From an optimization exercise on the open Yosys and OpenROAD flow, aimed at small area, a short achievable clock period and few clock cycles; shortcuts taken in it are not production practice. In this exercise RTL edits were held to simulation tests only and were not proved equivalent to the original. Power figures rest on the tool's default switching activity, not on a simulated workload.

==> job 4893 <==
==> flow/design.v (excerpt) <==
module day02_core #(
    parameter N_ADDR_BITS = 16
) (
    input  wire                 clk,
    input  wire                 rst,
    input  wire [7:0]           rom_data,
    input  wire                 rom_valid,
    output reg  [N_ADDR_BITS:0] rom_addr,
    output wire [63:0]          part1_result,
    output wire [63:0]          part2_result,
    output reg                  done
);
    reg rst_q;
    reg  [5:0]  rq;         
    reg         vq;         
    reg         hold;       
    reg  [5:0]  skid;
    reg         in_b;       
    reg         eot;        
    reg  [4:0]  dc;         
    reg  [35:0] pdig;       
    reg  [35:0] hist;       
    reg  [9:1]  dec;        
    reg  [9:1]  gt;         
    reg         qa;         
    reg         pm;         
    wire        is_dig = rq[4];
    wire [3:0]  dig    = rq[3:0];
    wire        more   = rq[5];    
    reg         qv;         
    reg  [4:0]  qd;
    reg  [35:0] qp;
    reg  [2:0]  qf;
    reg         qb;
    reg         qpair;      
    reg  [2:0]  qskip;
    reg         busy;
    reg  [4:0]  cd;         
    reg  [35:0] cp;         
    reg  [2:0]  cf;         
    reg         cb;         
    reg         cpair;      
  ...
==> flow/config.mk <==
export PLATFORM = sky130hd
export DESIGN_NAME = day02_core
export DESIGN_NICKNAME = day02_core
export VERILOG_FILES = /design/flow/design.v
export SDC_FILE = /design/flow/constraint.sdc
export NUM_CORES = 8
export LEC_CHECK = 0
export ABC_AREA = 1
export CAP_MARGIN = 20
export CORE_MARGIN = 2
export CORE_UTILIZATION = 40
export SLEW_MARGIN = 20
==> flow/constraint.sdc <==
create_clock -name core_clock -period 60.0 [get_ports {clk}]
set_input_delay 12.0000 -clock core_clock [delete_from_list [all_inputs] [get_ports {clk}]]
set_output_delay 12.0000 -clock core_clock [all_outputs]
set_load 0.01 [all_outputs]
standard.sh (not shown) runs the stock make flow with config.mk's settings and CLKGATE_MAP_FILE= SYNTH_SCRIPT=/design/flow/synth_recipe.tcl, a recipe that flattens the netlist after the stock synthesis.
==> flow/flow/run.sh <==
#!/bin/bash
# The standard layout (standard.sh), with two changes:
#  - after the standard synthesis, the logic between the registers is mapped
#    again for area with Yosys/ABC (flow/remap.tcl, flow/remap.abc), to a copy
#    of the platform library without its don't-use cells (flow/filter_lib.py);
#    the registers are left as the standard synthesis made them;
#  - buf_2 cells as the port buffers.
# Each tool's output goes to its own log in this folder.
set -eo pipefail
export BUFFER_PORTS_ARGS="-buffer_cell sky130_fd_sc_hd__buf_2"
R=$PWD/orfs/results/sky130hd/day02_core/base
bash standard.sh synth > standard_synth.log 2>&1
LIB=$FLOW_HOME/platforms/sky130hd/lib/sky130_fd_sc_hd__tt_025C_1v80.lib
export LIB_RS=$PWD/remap_lib.lib
python3 flow/filter_lib.py "$LIB" "$LIB_RS" '*__lpflow_*' '*__probe*' '*__fill_*' \
    '*__dlygate*' '*__dlymetal*' '*__clkdly*' > filter_lib.log 2>&1
export SEQ_CELLS="$(python3 flow/seq_cells.py "$LIB_RS")"
cp "$R/1_2_yosys.v" "$PWD/standard_netlist.v"
export NETLIST_IN=$PWD/standard_netlist.v
export NETLIST_OUT=$R/1_2_yosys.v
export FLOW_TOP
yosys -c flow/remap.tcl > remap.log 2>&1
rm -f "$R/1_synth.odb" "$R/1_synth.sdc"
bash standard.sh synth > standard_synth2.log 2>&1
bash standard.sh > standard.log 2>&1
==> flow/flow/remap.abc <==
strash
&get -n
&deepsyn -T 150
&put
dch -f
amap
topo
==> flow/flow/remap.tcl <==
# Re-maps the combinational logic of the standard synthesis netlist with ABC for
# area.  The cells' functions come from the library; the registers (sequential
# cells) stay black boxes, so they keep their instances, names and cell types.
set lib $::env(LIB_RS)
yosys read_liberty -ignore_miss_func $lib
yosys blackbox {*}$::env(SEQ_CELLS)
yosys read_verilog $::env(NETLIST_IN)
yosys hierarchy -check -top $::env(FLOW_TOP)
yosys flatten
yosys opt_clean -purge
yosys tee -o remap_before.txt stat -liberty $lib
yosys abc -liberty $lib -script flow/remap.abc
yosys opt_clean -purge
yosys hilomap -singleton -hicell sky130_fd_sc_hd__conb_1 HI -locell sky130_fd_sc_hd__conb_1 LO
yosys splitnets
yosys opt_clean -purge
yosys insbuf -buf sky130_fd_sc_hd__buf_4 A X
yosys tee -o remap_after.txt stat -liberty $lib
yosys write_verilog -noattr -noexpr -nohex -nodec $::env(NETLIST_OUT)
==> flow/flow/seq_cells.py <==
#!/usr/bin/env python3
# Prints the names of the sequential cells (flip-flops, latches) of a liberty file.
import re, sys
lib = open(sys.argv[1]).read()
names = []
for m in re.finditer(r'cell \("?(\w+)"?\)', lib):
    body = lib[m.end():m.end() + 6000]
    nxt = body.find('cell (')
    if nxt >= 0:
        body = body[:nxt]
    if re.search(r'\b(ff|latch|statetable)\s*\(', body):
        names.append(m.group(1))
print(' '.join(names))
Other scripts of this flow, unchanged in this note and not shown: flow/flow/filter_lib.py
==> job 2315 (differences from job 4893) <==
--- a/flow/design.v
+++ b/flow/design.v
@@ -161,15 +161,15 @@
     reg         ph;         
     reg  [3:0]  i;          
     reg  [3:0]  jr;         
     reg  [3:0]  pdq;        
     reg         kp1;        
     reg         kp21;       
     reg  [64:0] r;
-    reg  [30:0] pb;         
+    reg  [29:0] pb;         
     reg         bprev;      
     reg  [64:0] acc1;       
     reg  [64:0] accx;       
     assign part1_result = acc1[64:1];
     assign part2_result = accx[64:1];
     function [3:0] tlf;
         input [4:0] d;
@@ -284,15 +284,15 @@
     wire b1_on  = (bw1 != 3'b000) && (bw1 != 3'b111);
     wire b1_two = (bw1 == 3'b011) || (bw1 == 3'b100);
     wire b1_neg = bw1[2];
     wire [2:0] bw2 = pb[5:3];
     wire b2_on  = (bw2 != 3'b000) && (bw2 != 3'b111);
     wire b2_two = (bw2 == 3'b011) || (bw2 == 3'b100);
     wire b2_neg = bw2[2];
-    wire blast  = (pb[30:5] == 26'd0);         
+    wire blast  = (pb[29:5] == 25'd0);         
     wire p0     = busy && !ph && (t != 2'd3);
     wire p1     = busy && ph;
     wire kc     = busy && !ph && (t == 2'd3);  
     wire mrg    = eot && !busy && !qv && !done;
     wire fold1  = p1 && !b2_on && half_t && kp1;
     wire fold21 = p1 && !b2_on && !half_t && kp21;
     wire kc1    = kc && kp1;
@@ -307,47 +307,45 @@
     wire hold_a  = qa && in_b && pm && (!sep || dc == qd);
     wire cload   = qv && cready && !hold_a;   
     wire qfree   = !qv || cload;
     wire pair_tk = sep && pairok;
     wire take    = sep && (pairok || qfree);
     wire stall   = !hold && sep && !(pairok || qfree);
     wire [64:0] xv   = ph ? r : {8'd0, mval};
-    wire        first = (i == 4'd0);
     wire        kon  = fold1 || fold21 || kc;
     wire        uc   = p0 ? c_on  : (p1 && b1_on);
     wire        ucs  = p0 ? c_sh  : b1_two;
     wire        ucn  = p1 && (b1_neg ^ !sg);
     wire        ud   = p0 ? d_on  : (p1 && b0_on);
     wire        uds  = p0 ? d_sh  : b0_two;
     wire        udn  = p0 ? d_neg : (b0_neg ^ !sg);
-    wire [64:0] oa   = p0 ? (first ? 65'd0 : r << 3) : (to1 ? acc1 : accx);
+    wire [64:0] oa   = p0 ? r << 3 : (to1 ? acc1 : accx);
     wire [64:0] kv   = (fold1 || kc1) ? k1 : k21;
     wire        ub2  = p1 && b2_on;
     wire        ubn  = kon ? !cb : (ub2 && (b2_neg ^ !sg));
-    wire [64:0] ob   = p0 ? (first ? 65'd0 : r << 1) : ub2 ? (b2_two ? r << 5 : r << 4) :
+    wire [64:0] ob   = p0 ? r << 1 : ub2 ? (b2_two ? r << 5 : r << 4) :
                        kon ? kv : mrg ? acc1 : 65'd0;
     wire [64:0] oc   = uc ? (ucs ? xv << 3 : xv << 2) : 65'd0;
     wire [64:0] od   = ud ? (uds ? xv << 1 : xv) : 65'd0;
     wire        ncn  = uc && ucn;
     wire        ndn  = ud && udn;
     wire [64:0] sum;
     range_summer #(.W(65)) u_add (
         .a(oa), .b(ubn ? ~ob : ob), .c(ncn ? ~oc : oc), .d(ndn ? ~od : od),
         .ci0(ubn), .ci1(ncn), .ci2(ndn), .s(sum));
-    wire [30:0] pbm = first ? 31'd0 : pb;
-    wire [30:0] pbn;
-    range_summer #(.W(31)) u_pb (
-        .a(pbm << 3), .b(pbm << 1), .c({27'd0, pdq}), .d(31'd0),
+    wire [29:0] pbn;
+    range_summer #(.W(30)) u_pb (
+        .a(pb << 3), .b(pb << 1), .c({26'd0, pdq}), .d(30'd0),
         .ci0(1'b0), .ci1(1'b0), .ci2(1'b0), .s(pbn));
     integer li;
     always @(posedge clk) begin
         rst_q <= rst;
         hist  <= {hist[31:0], dig};
-        r     <= p1 ? (r << 6) : sum;
-        pb    <= p1 ? (pb >> 6) : (p0 && jl && cpair) ? 31'd2 : pbn;
+        r     <= p0 ? sum : (p1 && !blast) ? (r << 6) : 65'd0;
+        pb    <= p0 ? ((jl && cpair) ? 30'd2 : pbn) : (p1 && !blast) ? (pb >> 6) : 30'd0;
         bprev <= p1 && pb[5];
         if (rst) begin
             rom_addr <= 0;
         end else if (rst_q) begin
             rom_addr <= 1;
         end else if (!vq || (!eot && (is_dig || take))) begin
             rom_addr <= rom_addr + 1'b1;
==> flow/flow/run.sh (replaced) <==
#!/bin/bash
# The standard layout (standard.sh), with two changes:
#  - after the standard synthesis, OpenROAD's restructure re-maps the logic
#    between the registers for area (flow/restructure.tcl), with a copy of the
#    platform library that leaves out its don't-use cells (flow/filter_lib.py);
#  - buf_2 cells as the port buffers.
# Each tool's output goes to its own log in this folder.
set -eo pipefail
export BUFFER_PORTS_ARGS="-buffer_cell sky130_fd_sc_hd__buf_2"
export SETUP_SLACK_MARGIN=46.75
bash standard.sh synth > standard_synth.log 2>&1
export RESULTS=$PWD/orfs/results/sky130hd/day02_core/base
export LIB=$FLOW_HOME/platforms/sky130hd/lib/sky130_fd_sc_hd__tt_025C_1v80.lib
export LIB_RS=$PWD/restructure_lib.lib
python3 flow/filter_lib.py "$LIB" "$LIB_RS" '*__lpflow_*' '*__probe*' '*__fill_*' \
    '*__dlygate*' '*__dlymetal*' '*__clkdly*' > filter_lib.log 2>&1
mkdir -p restructure_work
export WORK=$PWD/restructure_work
openroad -no_init -exit flow/restructure.tcl > restructure.log 2>&1
bash standard.sh > standard.log 2>&1
==> flow/flow/restructure.tcl (new file) <==
# Area recovery on the synthesized netlist: OpenROAD's restructure re-maps the
# combinational logic between registers with ABC (the registers are untouched).
# ABC maps to $::env(LIB_RS), the platform library less its don't-use cells.
set results $::env(RESULTS)
read_db $results/1_synth.odb
read_liberty $::env(LIB)
read_sdc $results/1_synth.sdc
report_design_area
restructure -liberty_file $::env(LIB_RS) -target area \
    -tielo_port sky130_fd_sc_hd__conb_1/LO -tiehi_port sky130_fd_sc_hd__conb_1/HI \
    -work_dir $::env(WORK)
report_design_area
write_db $results/1_synth.odb
- CORE_UTILIZATION: 40 -> 65
- CTS_CLUSTER_DIAMETER: default -> 100
- CTS_CLUSTER_SIZE: default -> 20
- PLACE_DENSITY: default -> 0.75
removed: flow/flow/remap.abc
removed: flow/flow/remap.tcl
removed: flow/flow/seq_cells.py
==> comparison table <==
Area of the core: job 4893 79100 sq um; job 2315 51000 sq um
Largest stage delay, worst path: job 4893 0.89 ns; job 2315 0.46 ns
Starting density of the core: job 4893 0.405; job 2315 0.654
Worst R2R Start: job 4893 ph; job 2315 t[1]
Total number of H-tree levels: job 4893 2; job 2315 1
Clock tree skew after final layout: job 4893 0.0508 ns; job 2315 0.0455 ns
Worst path buffer plus inverter count: job 4893 14; job 2315 1
CP max stage cell: job 4893 edfxtp_1; job 2315 dfxtp_1
Setup slack after layout: job 4893 36.63 ns; job 2315 46.73 ns
Overall power: job 4893 0.00165 W; job 2315 0.000744 W
Number of placed instances, taps included: job 4893 5621; job 2315 4916
Antenna diode count: job 4893 2; job 2315 1
IR drop worst, VDD: job 4893 0.0000273 V; job 2315 0.0000295 V
Number of buffers inserted during clock tree synthesis: job 4893 58; job 2315 29
Clock-pin slew on the worst setup and hold paths: job 4893 0.06 ns; job 2315 0.09 ns
Row cnt: job 4893 103; job 2315 83
Clk_buf instances: job 4893 81; job 2315 45
Detailed router's first-iteration violation count: job 4893 4053; job 2315 5725
P_seq: job 4893 0.000465 W; job 2315 0.000367 W
Run status: job 4893 no timing/DRC/antenna violations; job 2315 no timing/DRC/antenna violations
Met1 Track Usage GR: job 4893 0.438; job 2315 0.607
Share of total power consumed by net switching: job 4893 0.464; job 2315 0.321
Post-detailed-routing wire length: job 4893 149000 microns; job 2315 125000 microns
Measured slew at the worst slew-check pin: job 4893 1.24 ns; job 2315 1.16 ns
Internal power summed over all cells: job 4893 0.000885 W; job 2315 0.000506 W
Testbench counts of job 4893, summed over its fixed seeds: cycles 35,727.
Testbench counts of job 2315, summed over its fixed seeds: cycles 35,727.

[re-timing with driven ports]
No port has a modelled driver above. Below, the same layouts with a new extraction and two added sets of constraints.
Step 1 sets driving cells, clkbuf_16 on the clock port and buf_2 on the other inputs (assumed; they add their load-dependent delay and slew).
Step 2 moves the port delays by t, midway between the first and last clock arrival at a register: inputs arrive t later, outputs are due t later. That takes back most of the time a late clock gives input paths.
a / b / c = ideal / step 1 / step 2; a / b = the first two.
run	t (ns)	setup WS [ns]	clock arrival spread, ns	slew at the worst register clock pin (ns)
job 4893	0.728	36.631 / 36.631 / 36.631	0.051 / 0.051	0.07 / 0.07
job 2315	0.703	46.734 / 46.668 / 47.251	0.055 / 0.055	0.10 / 0.10
After both steps every run listed still meets setup and hold.
